From an optimization exercise on the open Yosys and OpenROAD flow, aimed at small area and a short achievable clock period; shortcuts taken in it are not production practice.
Where RTL was checked, it was by simulation tests only, not by an equivalence proof against the original.
Power and IR drop assume default switching activity.

==> flow/design.v (excerpt) <==
module alu # ( parameter WIDTH = 16, CMD_WIDTH = 4 ) (
	input clk, rst,
	input CE,
	input CIN,
	input mode,
	input [1:0] INP_INVALID,
	input [ CMD_WIDTH-1 :0] CMD,
	input [ WIDTH-1 :0] opa,
	input [ WIDTH-1 :0] opb,
	output reg ERR, OFLOW, g , l, e, cout,
	output reg [ 2 * WIDTH :0] RES
);
For scale: about 1500 cells after synthesis, roughly 39 flip-flops, about 82 I/O pins, about 0.012 mm2 of cells after synthesis.
==> flow/config.mk <==
export PLATFORM = sky130hd
export DESIGN_NAME = alu
export DESIGN_NICKNAME = alu
export VERILOG_FILES = /design/flow/design.v
export SDC_FILE = /design/flow/constraint.sdc
export NUM_CORES = 4
export LEC_CHECK = 0
export ABC_AREA = 1
export CAP_MARGIN = 20
export CORE_MARGIN = 2
export CORE_UTILIZATION = 40
export SETUP_SLACK_MARGIN = 0.7
export SLEW_MARGIN = 20
==> flow/constraint.sdc <==
create_clock -name core_clock -period 9.0 [get_ports {clk}]
set_input_delay 1.8000 -clock core_clock [delete_from_list [all_inputs] [get_ports {clk}]]
set_output_delay 1.8000 -clock core_clock [all_outputs]
set_load 0.01 [all_outputs]
standard.sh (not shown) runs the stock make flow with config.mk's settings and CLKGATE_MAP_FILE= SYNTH_SCRIPT=/design/flow/synth_recipe.tcl, a recipe that flattens the netlist after the stock synthesis.
==> flow/flow/run.sh <==
#!/bin/bash
# The standard layout (the standard.sh, all of its steps), with two changes:
#  - synthesis: Yosys's synth command also gets -noabc, so its quick generic
#    ABC pass does not rewrite the full adders before extract_fa maps them (that
#    pass leaves an inverter between most pairs of adder cells).  The rest of
#    the synthesis script is synth_recipe.tcl unchanged (-nofsm -noshare,
#    flatten, renames), and ORFS's own ABC mapping still runs afterwards.
#  - placement: buffer_ports uses sky130_fd_sc_hd__buf_1 for the port buffers
#    instead of the delay cell it picks by default; every input and output port
#    still gets its own buffer.
# The make output is kept in standard.log.
set -euo pipefail
{
  echo 'proc synth {args} { yosys synth -nofsm -noshare -noabc {*}$args }'
  tail -n +2 synth_recipe.tcl
} > synth_noabc.tcl
bash standard.sh SYNTH_SCRIPT="$PWD/synth_noabc.tcl" \
  BUFFER_PORTS_ARGS="-buffer_cell sky130_fd_sc_hd__buf_1" finish > standard.log 2>&1
Rerun with:
CORE_UTILIZATION = 55   (was 40)
PLACE_DENSITY = 0.7   (was unset)
SETUP_SLACK_MARGIN = 0.8   (was 0.7)
Effect:
- first-iteration DRC count went up by 1.3%
- worst setup slack improved by 0.0076 ns
- clock-buffer cell count rose by 1
- cell count goes down by 5.1%
- cell area grows by 1.4%
Rerun with:
ABC_AREA = unset   (was 1)
CORE_UTILIZATION = 40   (was 55)
GPL_TIMING_DRIVEN = 0   (was unset)
PLACE_DENSITY = unset   (was 0.7)
SETUP_SLACK_MARGIN = unset   (was 0.8)
Result: The new run went through all stages and came out clean. Fmax goes down by roughly a tenth. Cell area drops slightly. Cell count falls by roughly a tenth. First-iteration DRC count fell slightly. Setup slack loses 0.87 ns. Sequential share of layout area hardly moves. Non-clock buffer count went up by 32. Register-to-register slack got worse by 0.38 ns. Core utilization went down by 15 points.
Rerun with:
ABC_AREA = 1   (was unset)
GPL_TIMING_DRIVEN = unset   (was 0)
SETUP_SLACK_MARGIN = 1.0   (was unset)
TNS_END_PERCENT = 30   (was unset)
Hold slack improves by 0.0052 ns.
Die area grows by about 5%.
Sequential cell count does not change.
Rerun with:
ABC_AREA = unset   (was 1)
CTS_BUF_LIST = sky130_fd_sc_hd__clkbuf_8 sky130_fd_sc_hd__clkbuf_16   (was unset)
CTS_CLUSTER_DIAMETER = 300   (was unset)
CTS_CLUSTER_SIZE = 50   (was unset)
GPL_TIMING_DRIVEN = 0   (was unset)
SETUP_SLACK_MARGIN = unset   (was 1.0)
TNS_END_PERCENT = unset   (was 30)
=>
- The new run passed the timing, design-rule and antenna checks
- clock power falls by roughly a tenth
- die area falls by a few percent
- routed wire length falls slightly
- design area falls by a few percent
- non-clock buffer count rises by 10
Rerun with:
ABC_AREA = 1   (was unset)
CTS_BUF_LIST = unset   (was sky130_fd_sc_hd__clkbuf_8 sky130_fd_sc_hd__clkbuf_16)
CTS_CLUSTER_DIAMETER = unset   (was 300)
CTS_CLUSTER_SIZE = unset   (was 50)
Critical path depth grows by 7.
Design area grows by 2.0%.
Non-clock buffer count shrinks by 19.
Die area grows by 5.2%.
Cell count grows by 20%.
Sequential power is about the same.

* * *

== v6 ==
Starting RTL as in the previous note.
Settings: LEC_CHECK=0, ABC_AREA=1, CAP_MARGIN=20, CORE_MARGIN=2, CORE_UTILIZATION=40, SETUP_SLACK_MARGIN=1.2, SLEW_MARGIN=20, TNS_END_PERCENT=0; clock period 9.0 ns.
Scripts as last shown in full above: flow/flow/run.sh
Input changes introduced in v14 (baseline for comparison: v6):
- a deleted TNS_END_PERCENT that had been 0
- a deleted SETUP_SLACK_MARGIN that had been 1.2
diff --git a/flow/flow/run.sh b/flow/flow/run.sh
--- a/flow/flow/run.sh
+++ b/flow/flow/run.sh
@@ -2 +2 @@
-# The standard layout (the standard.sh, all of its steps), with two changes:
+# The standard layout (the standard.sh, all of its steps), with these changes:
@@ -5,3 +5,5 @@
-#    pass leaves an inverter between most pairs of adder cells).  The rest of
-#    the synthesis script is synth_recipe.tcl unchanged (-nofsm -noshare,
-#    flatten, renames), and ORFS's own ABC mapping still runs afterwards.
+#    pass leaves an inverter between most pairs of adder cells); and ORFS's
+#    technology-mapping ABC call runs flow/abc_map.script instead of
+#    abc_area.script (same mapping, without ABC's own buffering).  Everything
+#    else in the synthesis is ORFS's synth.tcl and synth_recipe.tcl unchanged
+#    (-nofsm -noshare, flatten, renames).
@@ -12,0 +15,4 @@
+here="$PWD"
+grep -q 'log_cmd abc {\*}\$abc_args' "$FLOW_HOME/scripts/synth.tcl"
+sed "s|log_cmd abc {\*}\$abc_args|log_cmd abc -script $here/flow/abc_map.script {*}[lrange \$abc_args 2 end]|" \
+  "$FLOW_HOME/scripts/synth.tcl" > synth_body.tcl
@@ -15,3 +21,4 @@
-  tail -n +2 synth_recipe.tcl
-} > synth_noabc.tcl
-bash standard.sh SYNTH_SCRIPT="$PWD/synth_noabc.tcl" \
+  echo "source $here/synth_body.tcl"
+  tail -n +3 synth_recipe.tcl
+} > synth_own.tcl
+bash standard.sh SYNTH_SCRIPT="$here/synth_own.tcl" \
==> flow/flow/abc_map.script (new file) <==
strash
dch
map
topo
stime -c
upsize -c
dnsize -c
Notes after the runs:
- v14 did not stop at any stage, and its layout met the timing, design-rule and antenna checks.
- Looking only at cell area reported after detailed placement, and setting everything else aside, the lower value of v6 and v14 goes to v6.
- Against v6, final critical-path required period in v14 came out worse.
- NOTE: detailed-route vias per instance in v14 exceeds that of v6
- [compare] base=v6 new=v14: final non-filler cell total now smaller; maximum operating frequency now smaller; synthesized-area fraction occupied by xor and xnor cells now larger; overall routed net length now larger.
- Cell-internal power was lower in the run labelled v14.
Input changes introduced in v26 (baseline for comparison: v14):
- SETUP_SLACK_MARGIN: unset -> 0.8
- GPL_ROUTABILITY_DRIVEN: unset -> 0
==> flow/flow/run.sh <==
#!/bin/bash
# The standard layout (the standard.sh, all of its steps), with two changes:
#  - synthesis: Yosys's synth command also gets -noabc, so its quick generic
#    ABC pass does not rewrite the full adders before extract_fa maps them (that
#    pass leaves an inverter between most pairs of adder cells).  The rest of
#    the synthesis script is synth_recipe.tcl unchanged (-nofsm -noshare,
#    flatten, renames), and ORFS's own ABC mapping still runs afterwards.
#  - placement: buffer_ports uses sky130_fd_sc_hd__buf_1 for the port buffers
#    instead of the delay cell it picks by default; every input and output port
#    still gets its own buffer.
# The make output is kept in standard.log.
set -euo pipefail
{
  echo 'proc synth {args} { yosys synth -nofsm -noshare -noabc {*}$args }'
  tail -n +2 synth_recipe.tcl
} > synth_noabc.tcl
bash standard.sh SYNTH_SCRIPT="$PWD/synth_noabc.tcl" \
  BUFFER_PORTS_ARGS="-buffer_cell sky130_fd_sc_hd__buf_1" finish > standard.log 2>&1
removed: flow/flow/abc_map.script
==> comparison <==
- Compared with v14, cell area after synthesis in v26 increased by a few percent.
- Higher share of layout cells above drive strength 1 among v26 and v14: v26
- Fraction of power consumed by combinational cells: v26 higher than v14
- v26 and v14 ended up with nearly the same latest clock arrival within the worst-skew pair.
- Cell count of v26 exceeds that of v14 by a little under 10%.
- Comparing v26 and v14, via count of the routed design is lower on v26.
- Diff v14 -> v26: fraction of cell area in non-clock buffers now sits at about the same level; non-clock buffer count now sits lower; reported net switching power now sits lower.
Here is what was changed in the inputs of v1 compared with v26.
- changing SETUP_SLACK_MARGIN from 0.8 to 1.2
- removing GPL_ROUTABILITY_DRIVEN (formerly 0)
v1 completed every stage of the flow, and the final layout passed the timing, design-rule and antenna checks. Of v26 and v1, the run reporting the higher sequential share of layout area was v26. Changes observed in v1 relative to v26: peak clock frequency supported by timing went up 4.6 MHz, routed length on met1 climbed about 1.3%, share of synthesized cell area in full adder, half adder and majority cells held, final setup slack of the worst path climbed 0.28 ns.
Here is what was changed in the inputs of v42 compared with v1.
- SETUP_SLACK_MARGIN changed from 1.2 to 0.8
- ABC_AREA removed (was 1)
Results
v42 did not stop at any stage, and its layout met the timing, design-rule and antenna checks. Looking at total number of nets in the final design, v42 sits below v1. The via count of v42 falls short of that of v1 by 1365. Summary of v42 over v1: final worst setup slack lower; count of clock buffers in the final design level.
[inputs] v7 vs v42
- CORE_UTILIZATION now 30, was 40
- ABC_AREA now 1, previously not set
- SETUP_SLACK_MARGIN now 0.7, was 0.8
Results
- v7: done, clean on timing, DRC and antenna
- In v7 relative to v42, non-clock buffer count had gone down by more than a quarter.
- v42 has higher post-CTS setup buffer count than v7.
- Taking v42 as the reference, in v7 final weighted congestion in routability-driven placement down 0.014, sequential cell area fraction in the yosys report -0.43 points, number of tap cells inserted +39%, die area +39%.
- Of v7 and v42, the higher height of the die belongs to v7.
- Of the two values seen for worst-path cell with the longest stage delay, sky130_fd_sc_hd__fa_2 was produced by v7 and sky130_fd_sc_hd__fa_1 by v42.

* * *

Another version of the RTL of alu (not shown whole).
For scale: ~1,500 cells after synthesis, roughly 39 flip-flops, about 12,000 µm² of cells after synthesis.
==> flow/config.mk <==
export PLATFORM = sky130hd
export DESIGN_NAME = alu
export DESIGN_NICKNAME = alu
export VERILOG_FILES = /design/flow/design.v
export SDC_FILE = /design/flow/constraint.sdc
export NUM_CORES = 4
export LEC_CHECK = 0
export ABC_AREA = 1
export CAP_MARGIN = 20
export CORE_MARGIN = 2
export CORE_UTILIZATION = 55
export CTS_BUF_LIST = sky130_fd_sc_hd__clkbuf_4 sky130_fd_sc_hd__clkbuf_8
export GPL_TIMING_DRIVEN = 0
export SLEW_MARGIN = 20
==> flow/constraint.sdc <==
create_clock -name core_clock -period 9.0 [get_ports {clk}]
set_input_delay 1.8000 -clock core_clock [delete_from_list [all_inputs] [get_ports {clk}]]
set_output_delay 1.8000 -clock core_clock [all_outputs]
set_load 0.01 [all_outputs]
==> flow/flow/run.sh <==
#!/bin/bash
# The standard layout (the standard.sh, all of its steps), with two changes:
#  - synthesis: Yosys's synth command also gets -noabc, so its quick generic
#    ABC pass does not rewrite the full adders before extract_fa maps them (that
#    pass leaves an inverter between most pairs of adder cells).  The rest of
#    the synthesis script is synth_recipe.tcl unchanged (-nofsm -noshare,
#    flatten, renames), and ORFS's own ABC mapping still runs afterwards.
#  - placement: buffer_ports uses sky130_fd_sc_hd__buf_1 for the port buffers
#    instead of the delay cell it picks by default; every input and output port
#    still gets its own buffer.
# The make output is kept in standard.log.
set -euo pipefail
{
  echo 'proc synth {args} { yosys synth -nofsm -noshare -noabc {*}$args }'
  tail -n +2 synth_recipe.tcl
} > synth_noabc.tcl
bash standard.sh SYNTH_SCRIPT="$PWD/synth_noabc.tcl" \
  BUFFER_PORTS_ARGS="-buffer_cell sky130_fd_sc_hd__buf_1" finish > standard.log 2>&1
The baseline went through all stages and came out clean.
Rerun with:
==> flow/flow/run.sh (replaced) <==
#!/bin/bash
# The standard layout (the standard.sh, all of its steps), with one change
# to synthesis: Yosys's synth command is run with -noabc as well, so its quick
# generic ABC pass does not rewrite the full adders before extract_fa maps them
# (that pass leaves an inverter between most pairs of adder cells).  The rest
# of the synthesis script is synth_recipe.tcl unchanged (-nofsm -noshare,
# flatten, renames), and ORFS's own ABC mapping still runs afterwards.
set -euo pipefail
{
  echo 'proc synth {args} { yosys synth -nofsm -noshare -noabc {*}$args }'
  tail -n +2 synth_recipe.tcl
} > synth_noabc.tcl
head -1 synth_recipe.tcl > synth_noabc.orig_first_line.txt
bash standard.sh SYNTH_SCRIPT="$PWD/synth_noabc.tcl" finish > standard.log 2>&1
--- a/flow/config.mk
+++ b/flow/config.mk
@@ -11,2 +11 @@
-export CORE_UTILIZATION = 55
-export CTS_BUF_LIST = sky130_fd_sc_hd__clkbuf_4 sky130_fd_sc_hd__clkbuf_8
+export CORE_UTILIZATION = 40
- The new run ran to the end with no violations
- worst setup slack got worse by 0.071 ns
- cell count increases by 6.0%
- core utilization decreases by 14 points
- fmax decreases by 0.81%
- sequential power is about the same
- die area increases by 36%
- synthesized cell count does not change
- clock power increases by 15%
Rerun with:
==> flow/flow/run.sh (replaced) <==
#!/bin/bash
# The standard layout (the standard.sh, all of its steps), with two changes:
#  - synthesis: Yosys's synth command also gets -noabc, so its quick generic
#    ABC pass does not rewrite the full adders before extract_fa maps them (that
#    pass leaves an inverter between most pairs of adder cells).  The rest of
#    the synthesis script is synth_recipe.tcl unchanged (-nofsm -noshare,
#    flatten, renames), and ORFS's own ABC mapping still runs afterwards.
#  - placement: buffer_ports uses sky130_fd_sc_hd__buf_1 for the port buffers
#    instead of the delay cell it picks by default; every input and output port
#    still gets its own buffer.
# The make output is kept in standard.log.
set -euo pipefail
{
  echo 'proc synth {args} { yosys synth -nofsm -noshare -noabc {*}$args }'
  tail -n +2 synth_recipe.tcl
} > synth_noabc.tcl
bash standard.sh SYNTH_SCRIPT="$PWD/synth_noabc.tcl" \
  BUFFER_PORTS_ARGS="-buffer_cell sky130_fd_sc_hd__buf_1" finish > standard.log 2>&1
--- a/flow/config.mk
+++ b/flow/config.mk
@@ -12 +11,0 @@
-export GPL_TIMING_DRIVEN = 0
Result: Design area went down by a few percent. Global-route usage went down by 1.5 points. Via count went down slightly. Power went down by a few percent.
Rerun with:
--- a/flow/config.mk
+++ b/flow/config.mk
@@ -11,0 +12,2 @@
+export GPL_TIMING_DRIVEN = 0
+export SETUP_SLACK_MARGIN = 0.5
Effect: Synthesized area does not change; combinational power rose by 11%; die area is unchanged; final area increases by 5.6%.
Rerun with:
--- a/flow/config.mk
+++ b/flow/config.mk
@@ -12,2 +12 @@
-export GPL_TIMING_DRIVEN = 0
-export SETUP_SLACK_MARGIN = 0.5
+export SETUP_SLACK_MARGIN = 0.8
The changed run finished with timing, DRC and antenna clean.
Final cell count decreases by 1.6%.
Final area decreases by 2.7%.
Sequential share of layout area increases by 0.20 points.
Clock-buffer cell count decreases by 1.
Routed wire length decreases by 4.8%.
Hold slack stays flat.
First-iteration DRC count decreases by 11%.
Fmax increases by 4.8%.
Die area does not change.
Rerun with:
--- a/flow/config.mk
+++ b/flow/config.mk
@@ -12 +12 @@
-export SETUP_SLACK_MARGIN = 0.8
+export GPL_TIMING_DRIVEN = 0
Outcome: Area after synthesis does not change. Worst hold slack gets better by 0.0035 ns. Final area shrinks by 1.7%. Global-route usage rises by 1.3 points. Via count hardly moves. Cell count is about the same. Fmax came out lower by 9.3%. Register-to-register slack is worse by 0.02 ns.

* * *

alu, a different RTL version from the one above (not shown whole).
Size in the first run: about 1500 cells after synthesis, roughly 82 I/O pins.
clock: 9.0 ns
lec_check: 0
cap_margin: 20
core_margin: 2
core_utilization: 40
gpl_timing_driven: 0
slew_margin: 20
run.sh (not shown) runs the stock make flow with config.mk's settings and CLKGATE_MAP_FILE= SYNTH_SCRIPT=/design/flow/synth_recipe.tcl, a recipe that flattens the netlist after the stock synthesis.
Stock flow here: none of the scripts above is used.
Next try:
Settings changed: ABC_AREA set to 1.
The changed run went through all stages and came out clean.
Die area goes up by 1.2%.
Register-to-register slack gets worse by 0.05 ns.
Final area goes down by 5.2%.
Routed wire length goes up by 1.9%.
Synthesized cell count goes up by 22%.
Total power goes up to 2.6 times its value.
Final cell count goes up by 14%.
Clock-buffer cell count goes up by 1.
Fmax stays flat.
Setup slack gets better by 0.023 ns.
No functional check of the RTL was part of any run of this note.

## re-timing with driven ports
The flow's constraints put no driver on any port. The routed layouts listed below were extracted and timed again, unchanged, in two steps. Step 1 assumes that a clkbuf_16 drives the clock port and a buf_2 every other input. Step 2 times the ports against the registers' clock, not the clock port: input delays grow and output delays shrink by t, the midpoint of the rising clock arrivals with the driver on. a / b / c = ideal / step 1 / step 2; a / b = the first two.
run | shift t [ns] | setup WS [ns] | worst hold slack (ns) | pins driven straight from the clock port
the first run of note 1 | 0.309 | 1.045 / 1.055 / 0.745 | 0.493 / 0.493 / 0.493 | 1
the second run of note 1 | 0.307 | 1.053 / 1.056 / 0.749 | 0.496 / 0.496 / 0.496 | 1
the third run of note 1 | 0.314 | 0.185 / 0.192 / -0.122 | 0.486 / 0.486 / 0.486 | 1
the fourth run of note 1 | 0.310 | 1.229 / 1.235 / 0.924 | 0.491 / 0.491 / 0.491 | 1
the fifth run of note 1 | 0.314 | 0.185 / 0.192 / -0.122 | 0.486 / 0.486 / 0.486 | 1
the sixth run of note 1 | 0.308 | 0.361 / 0.371 / 0.063 | 0.486 / 0.486 / 0.486 | 1
v6 | 0.312 | 1.392 / 1.356 / 1.044 | 0.496 / 0.496 / 0.496 | 1
v14 | 0.332 | 0.352 / 0.362 / 0.030 | 0.490 / 0.490 / 0.490 | 1
v26 | 0.302 | 1.105 / 1.106 / 0.804 | 0.490 / 0.490 / 0.490 | 1
v1 | 0.312 | 1.384 / 1.356 / 1.044 | 0.496 / 0.496 / 0.496 | 1
v42 | 0.319 | 0.876 / 0.883 / 0.564 | 0.491 / 0.491 / 0.491 | 1
v7 | 0.328 | 0.986 / 0.998 / 0.671 | 0.485 / 0.485 / 0.485 | 1
the first run of note 3 | 0.324 | 0.304 / 0.309 / -0.015 | 0.477 / 0.477 / 0.477 | 1
the second run of note 3 | 0.306 | 0.233 / 0.239 / -0.068 | 0.474 / 0.474 / 0.474 | 1
the third run of note 3 | 0.321 | 0.675 / 0.681 / 0.360 | 0.478 / 0.478 / 0.478 | 1
the fourth run of note 3 | 0.313 | 0.721 / 0.733 / 0.420 | 0.476 / 0.476 / 0.476 | 1
the fifth run of note 3 | 0.314 | 1.102 / 1.111 / 0.798 | 0.475 / 0.475 / 0.475 | 1
the sixth run of note 3 | 0.315 | 0.292 / 0.303 / -0.011 | 0.478 / 0.478 / 0.478 | 1
the first run of note 4 | 0.321 | 0.137 / 0.146 / -0.175 | 0.481 / 0.481 / 0.481 | 1
the second run of note 4 | 0.312 | 0.160 / 0.166 / -0.146 | 0.474 / 0.474 / 0.474 | 1
Met with ideal ports but missed after step 2: setup timing in 7 of these runs. The setup slack of v6, which loses most, moves by -0.036 ns with the drivers and by -0.348 ns with both steps.
